Background: an optimization exercise with open tools, aiming at small area and a short achievable clock period. Do not read the settings as production practice. The RTL was checked by simulation tests, not by an equivalence proof against the original design.

==> flow/design.v <==
`timescale 1ns / 1ps
module ALU(
	input [4:0] op,
	input cf,
	input [15:0] operandA,
	input [15:0] operandB,
	input store,		 
	input [3:0] offset,
	output [15:0] ALUo,
	output cout
);
	wire is_sub = op == 5'b01010 || op == 5'b01011 || op == 5'b01100 || op == 5'b10010;
	wire is_arith = op == 5'b00010 || op == 5'b00011 || op == 5'b10000 ||
		op == 5'b01000 || op == 5'b01001 || op == 5'b10001 || is_sub ||
		op[4:1] == 4'b1101 || op[4:2] == 3'b111;
	wire is_and = op == 5'b01101;
	wire is_xor = op == 5'b01111;
	wire is_not = op == 5'b10011;
	wire is_sll = op == 5'b00100;
	wire is_sla = op == 5'b00110;
	wire is_shr = op == 5'b00101 || op == 5'b00111;
	wire is_or = !(is_arith || is_and || is_xor || is_not || is_sll ||
		is_sla || is_shr);
	wire cin = op == 5'b10001 ? cf :
		op == 5'b10010 ? !cf : is_sub;
	wire [15:0] badd = store ? {12'd0, offset} : operandB;
	wire [15:0] bx = badd ^ {16{is_sub}};
	wire [17:0] s = {1'b0, operandA, 1'b1} + {1'b0, bx, cin};
	wire [15:0] sum = s[16:1];
	assign cout = s[17] ^ is_sub;
	wire left = op[1:0] == 2'b00 || op[1:0] == 2'b10;	 
	reg [15:0] arev;
	integer i;
	always @(*)
		for (i = 0; i < 16; i = i + 1)
			arev[i] = operandA[15 - i];
	wire [15:0] sin = left ? arev : operandA;
	wire fill = op == 5'b00111 && operandA[15];
	wire [15:0] sr = $signed({fill, sin}) >>> operandB[3:0];
	reg [15:0] srrev;
	always @(*)
		for (i = 0; i < 16; i = i + 1)
			srrev[i] = sr[15 - i];
	wire [15:0] shl = {is_sla ? operandA[15] : srrev[15], srrev[14:0]};
	assign ALUo =
		({16{is_arith}} & sum) |
		({16{is_and}} & (operandA & operandB)) |
		({16{is_or}} & (operandA | operandB)) |
		({16{is_xor}} & (operandA ^ operandB)) |
		({16{is_not}} & ~operandA) |
		({16{is_sll || is_sla}} & shl) |
		({16{is_shr}} & sr);
endmodule
`timescale 1ns / 1ps
module PCPU(
	input clock,
	input [15:0] d_datain,
	input enable,
	input [15:0] i_datain,
	input reset,
	input [3:0] select_y,
	input start,
	output [7:0] d_addr,
	output [15:0] d_dataout,
	output d_we,
	output [7:0] i_addr,
	output [15:0] y,
	input show_gr
);
	reg [7:0] pc;
	reg [15:0] id_ir;
	reg [4:0] ex_op, mem_op;
	reg [2:0] ex_r1, mem_r1, wb_r1;
	reg wb_halt, wb_we, wb_fw;	 
	reg [15:0] reg_A, reg_B, reg_C, reg_C1;
	reg [15:0] smdr1;
	reg [3:0] ex_off;	 
	reg [2:0] flags;  
	reg dw;
	reg state;
	reg [15:0] gr[0:7];
	wire run = state == 1'b1;
	assign d_dataout = smdr1;
	assign d_we = dw;
	assign d_addr = reg_C[7:0];
	assign i_addr = pc;
	always @(posedge clock) begin
		if (reset)
			state <= 1'b0;
		else if (state == 1'b0)
			state <= enable && start;
		else
			state <= enable && !wb_halt;
	end
	function fwd_op(input [4:0] op);
		fwd_op = op == 5'b00010 || op[4:2] == 3'b001 ||
			(op[4:3] == 2'b01 && op != 5'b01100) || op[4:2] == 3'b100;
	endfunction
	function [7:0] dec8(input [2:0] r);
		dec8 = 8'd1 << r;
	endfunction
	function [15:0] grsel(input [7:0] s, input [127:0] g);
		integer k;
		begin
			grsel = 16'd0;
			for (k = 0; k < 8; k = k + 1)
				grsel = grsel | ({16{s[k]}} & g[16*k +: 16]);
		end
	endfunction
	wire [127:0] grv = {gr[7], gr[6], gr[5], gr[4], gr[3], gr[2], gr[1], gr[0]};
	always @(posedge clock or posedge reset) begin
		if (reset) begin
			gr[0] <= 0; gr[1] <= 0; gr[2] <= 0; gr[3] <= 0;
			gr[4] <= 0; gr[5] <= 0; gr[6] <= 0; gr[7] <= 0;
		end else if (run && wb_we) begin
			gr[wb_r1] <= reg_C1;
		end
	end
	wire [4:0] id_op = id_ir[15:11];
	wire [2:0] id_r1 = id_ir[10:8];
	wire [4:0] pk_op = i_datain[15:11];
	wire pk_rr = pk_op == 5'b01000 || pk_op == 5'b10001 || pk_op == 5'b01010 ||
		pk_op == 5'b10010 || pk_op[4:2] == 3'b011;
	wire pk_a_r1 = pk_op == 5'b10000 || pk_op == 5'b01001 || pk_op == 5'b01011 ||
		pk_op == 5'b11001 || pk_op[4:1] == 4'b1101 || pk_op[4:2] == 3'b111;
	wire pk_a_none = pk_op[4:1] == 4'b0000 || pk_op == 5'b11000 ||
		pk_op[4:2] == 3'b101;
	wire [2:0] pk_ra = pk_a_r1 ? i_datain[10:8] : i_datain[6:4];
	wire miss = id_op == 5'b00010 &&
		((!pk_a_none && id_r1 == pk_ra) || (pk_rr && id_r1 == i_datain[2:0]));
	reg pc_jump;
	always @(*) begin
		case (mem_op)
			5'b11000, 5'b11001: pc_jump = 1'b1;
			5'b11010:  pc_jump = flags[1];
			5'b11011: pc_jump = !flags[1];
			5'b11100:  pc_jump = flags[2];
			5'b11101: pc_jump = !flags[2];
			5'b11110:  pc_jump = flags[0];
			5'b11111: pc_jump = !flags[0];
			default: pc_jump = 1'b0;
		endcase
	end
	always @(posedge clock or posedge reset) begin
		if (reset) begin
			id_ir <= 16'd0;
			pc <= 8'd0;
		end else if (run) begin
			id_ir <= (pc_jump || miss) ? 16'd0 : i_datain;
			if (pc_jump)
				pc <= reg_C[7:0];
			else if (!wb_halt && !miss)
				pc <= pc + 8'd1;
		end
	end
	wire [15:0] w_ALUo;
	wire w_cout;
	wire id_store = id_op == 5'b00011;
	wire id_rr = id_op == 5'b01000 || id_op == 5'b10001 || id_op == 5'b01010 ||
		id_op == 5'b10010 || id_op[4:2] == 3'b011;
	wire id_a_r1 = id_op == 5'b10000 || id_op == 5'b01001 || id_op == 5'b01011 ||
		id_op == 5'b11001 || id_op[4:1] == 4'b1101 || id_op[4:2] == 3'b111;
	wire id_a_none = id_op[4:1] == 4'b0000 || id_op == 5'b11000 ||
		id_op[4:2] == 3'b101;
	wire id_b_imm = id_op == 5'b11000 || id_op == 5'b10100 || id_op == 5'b01001 ||
		id_op == 5'b01011 || id_op == 5'b11001 || id_op[4:1] == 4'b1101 ||
		id_op[4:2] == 3'b111;
	wire id_b_himm = id_op == 5'b10000;
	wire id_b_val3 = id_op[4:2] == 3'b001 || id_op == 5'b00010;
	wire [2:0] ra = id_a_r1 ? id_r1 : id_ir[6:4];
	wire [2:0] rb = id_store ? id_r1 : id_ir[2:0];
	wire ex_fw = fwd_op(ex_op);
	wire mem_fw = fwd_op(mem_op);
	wire mem_load = mem_op == 5'b00010;
	wire a_ex = ex_fw && ra == ex_r1;
	wire a_mem = !a_ex && mem_fw && ra == mem_r1;
	wire a_wb = !a_ex && !(mem_fw && ra == mem_r1) && wb_fw && ra == wb_r1;
	wire a_gr = !a_ex && !(mem_fw && ra == mem_r1) && !(wb_fw && ra == wb_r1);
	wire b_ex = ex_fw && rb == ex_r1;
	wire b_mem = !b_ex && mem_fw && rb == mem_r1;
	wire b_wb = !b_ex && !(mem_fw && rb == mem_r1) && wb_fw && rb == wb_r1;
	wire b_gr = !b_ex && !(mem_fw && rb == mem_r1) && !(wb_fw && rb == wb_r1);
	wire b_memd = b_mem && mem_load && !id_store;
	wire [15:0] fwd_a =
		({16{a_ex}} & w_ALUo) |
		({16{a_mem && mem_load}} & d_datain) |
		({16{a_mem && !mem_load}} & reg_C) |
		({16{a_wb}} & reg_C1) |
		grsel(dec8(ra) & {8{a_gr}}, grv);
	wire [15:0] fwd_b =
		({16{b_ex}} & w_ALUo) |
		({16{b_memd}} & d_datain) |
		({16{b_mem && !b_memd}} & reg_C) |
		({16{b_wb}} & reg_C1) |
		grsel(dec8(rb) & {8{b_gr}}, grv);
	always @(posedge clock or posedge reset) begin
		if (reset) begin
			ex_op <= 5'b00000;
			ex_r1 <= 3'd0;
			reg_A <= 16'd0;
			reg_B <= 16'd0;
		end else if (run) begin
			ex_op <= pc_jump ? 5'b00000 : id_op;
			ex_r1 <= id_r1;
			reg_A <= {16{!id_a_none}} & fwd_a;
			reg_B <= ({16{id_rr || id_store}} & fwd_b) |
				({16{id_b_imm}} & {8'd0, id_ir[7:0]}) |
				({16{id_b_himm}} & {id_ir[7:0], 8'd0}) |
				({16{id_b_val3}} & {12'd0, id_ir[3:0]});
		end
	end
	always @(posedge clock) begin
		if (run)
			ex_off <= id_ir[3:0];
	end
	wire ex_store = ex_op == 5'b00011;
	ALU alu(
		.op(ex_op),
		.cf(flags[0]),
		.operandA(reg_A),
		.operandB(reg_B),
		.store(ex_store),
		.offset(ex_off),
		.ALUo(w_ALUo),
		.cout(w_cout)
	);
	wire strAfterLd = ex_store && mem_load && ex_r1 == mem_r1;
	wire updateZFNF = !(ex_op[4:1] == 4'b1101 || ex_op[4:2] == 3'b111);
	wire updateCF = ex_op[4:2] == 3'b010 || ex_op == 5'b10001 || ex_op == 5'b10010;
	wire dwCondition = mem_op != 5'b00001 && !wb_halt && !pc_jump && ex_store;
	always @(posedge clock or posedge reset) begin
		if (reset) begin
			mem_op <= 5'b00000;
			mem_r1 <= 3'd0;
			reg_C <= 16'd0;
			flags <= 3'd0;
			dw <= 1'b0;
		end else if (run) begin
			mem_op <= pc_jump ? 5'b00000 : ex_op;
			mem_r1 <= ex_r1;
			reg_C <= w_ALUo;
			if (updateZFNF) begin
				flags[2] <= w_ALUo[15];
				flags[1] <= w_ALUo == 16'd0;
				if (updateCF)
					flags[0] <= w_cout;
			end
			dw <= dwCondition;
		end
	end
	always @(posedge clock) begin
		if (run)
			smdr1 <= strAfterLd ? d_datain : reg_B;
	end
	wire mem_we = fwd_op(mem_op) || mem_op == 5'b10100;
	always @(posedge clock or posedge reset) begin
		if (reset) begin
			wb_halt <= 1'b0;
			wb_we <= 1'b0;
			wb_fw <= 1'b0;
			wb_r1 <= 3'd0;
		end else if (run && !wb_halt) begin
			wb_halt <= !pc_jump && mem_op == 5'b00001;
			wb_we <= !pc_jump && mem_we;
			wb_fw <= !pc_jump && mem_fw;
			wb_r1 <= mem_r1;
		end
	end
	always @(posedge clock) begin
		if (run)
			reg_C1 <= mem_load ? d_datain : reg_C;
	end
	assign y = grsel(dec8(select_y[2:0]) & {8{show_gr}}, grv) |
		{8'd0, pc & {8{!show_gr}}};
endmodule
clock: 7.5 ns
lec_check: 0
cap_margin: 20
core_margin: 2
core_utilization: 40
setup_slack_margin: 3.2
slew_margin: 20
tns_end_percent: 20
run.sh (not shown) runs the stock make flow with config.mk's settings and CLKGATE_MAP_FILE= SYNTH_SCRIPT=/design/flow/synth_recipe.tcl, a recipe that flattens the netlist after the stock synthesis.
Then changed:
--- a/flow/design.v
+++ b/flow/design.v
@@ -76,11 +76,12 @@
 	reg [15:0] smdr1;
 	reg [3:0] ex_off;	 
 	reg [2:0] flags;  
 	reg dw;
 	reg state;
-	reg [15:0] gr[0:7];
+	reg [15:0] gr[0:7];	 
+	reg [7:0] gr_ok;	 
 	wire run = state == 1'b1;
 	assign d_dataout = smdr1;
 	assign d_we = dw;
 	assign d_addr = reg_C[7:0];
 	assign i_addr = pc;
@@ -107,16 +108,18 @@
 				grsel = grsel | ({16{s[k]}} & g[16*k +: 16]);
 		end
 	endfunction
 	wire [127:0] grv = {gr[7], gr[6], gr[5], gr[4], gr[3], gr[2], gr[1], gr[0]};
 	always @(posedge clock or posedge reset) begin
-		if (reset) begin
-			gr[0] <= 0; gr[1] <= 0; gr[2] <= 0; gr[3] <= 0;
-			gr[4] <= 0; gr[5] <= 0; gr[6] <= 0; gr[7] <= 0;
-		end else if (run && wb_we) begin
+		if (reset)
+			gr_ok <= 8'd0;
+		else if (run && wb_we)
+			gr_ok[wb_r1] <= 1'b1;
+	end
+	always @(posedge clock) begin
+		if (run && wb_we)
 			gr[wb_r1] <= reg_C1;
-		end
 	end
 	wire [4:0] id_op = id_ir[15:11];
 	wire [2:0] id_r1 = id_ir[10:8];
 	wire [4:0] pk_op = i_datain[15:11];
 	wire pk_rr = pk_op == 5'b01000 || pk_op == 5'b10001 || pk_op == 5'b01010 ||
@@ -184,17 +187,17 @@
 	wire [15:0] fwd_a =
 		({16{a_ex}} & w_ALUo) |
 		({16{a_mem && mem_load}} & d_datain) |
 		({16{a_mem && !mem_load}} & reg_C) |
 		({16{a_wb}} & reg_C1) |
-		grsel(dec8(ra) & {8{a_gr}}, grv);
+		grsel(dec8(ra) & gr_ok & {8{a_gr}}, grv);
 	wire [15:0] fwd_b =
 		({16{b_ex}} & w_ALUo) |
 		({16{b_memd}} & d_datain) |
 		({16{b_mem && !b_memd}} & reg_C) |
 		({16{b_wb}} & reg_C1) |
-		grsel(dec8(rb) & {8{b_gr}}, grv);
+		grsel(dec8(rb) & gr_ok & {8{b_gr}}, grv);
 	always @(posedge clock or posedge reset) begin
 		if (reset) begin
 			ex_op <= 5'b00000;
 			ex_r1 <= 3'd0;
 			reg_A <= 16'd0;
@@ -268,8 +271,8 @@
 	end
 	always @(posedge clock) begin
 		if (run)
 			reg_C1 <= mem_load ? d_datain : reg_C;
 	end
-	assign y = grsel(dec8(select_y[2:0]) & {8{show_gr}}, grv) |
+	assign y = grsel(dec8(select_y[2:0]) & gr_ok & {8{show_gr}}, grv) |
 		{8'd0, pc & {8{!show_gr}}};
 endmodule
Register-to-register slack gets worse by 0.06 ns. Sequential cell count went up by 8. Setup slack got worse by 0.16 ns. Core utilization grows by 2.4 points. Maximum frequency decreases by a few percent. Synthesized cell count went down by a little under a tenth. Routed wire length grows by a few percent. Worst hold slack degrades by 0.037 ns. First-iteration DRC count rose by roughly a tenth.

## what the ideal ports hide
The flow's constraints put no driver on any port. The routed layouts listed below were extracted and timed again, unchanged, in two steps.
Step 1 sets driving cells, clkbuf_16 on the clock port and buf_2 on the other inputs (assumed; they add their load-dependent delay and slew).
Step 2 times the ports against the registers' clock, not the clock port: input delays grow and output delays shrink by t, the midpoint of the rising clock arrivals with the driver on.
Three values: no drivers, after step 1, after step 2; two values: the first two.
| run | shift t [ns] | slack for setup (ns) | worst data-port slew with drivers (ns) |
|---|---|---|---|
| the first run | 0.651 | 3.158 / 3.104 / 2.880 | 0.06 |
| the second run | 0.601 | 2.995 / 2.941 / 2.851 | 0.07 |
After both steps every run listed still meets setup and hold. For the first run, which loses most, drivers alone change the setup slack by -0.054 ns; drivers and shift together by -0.278 ns.
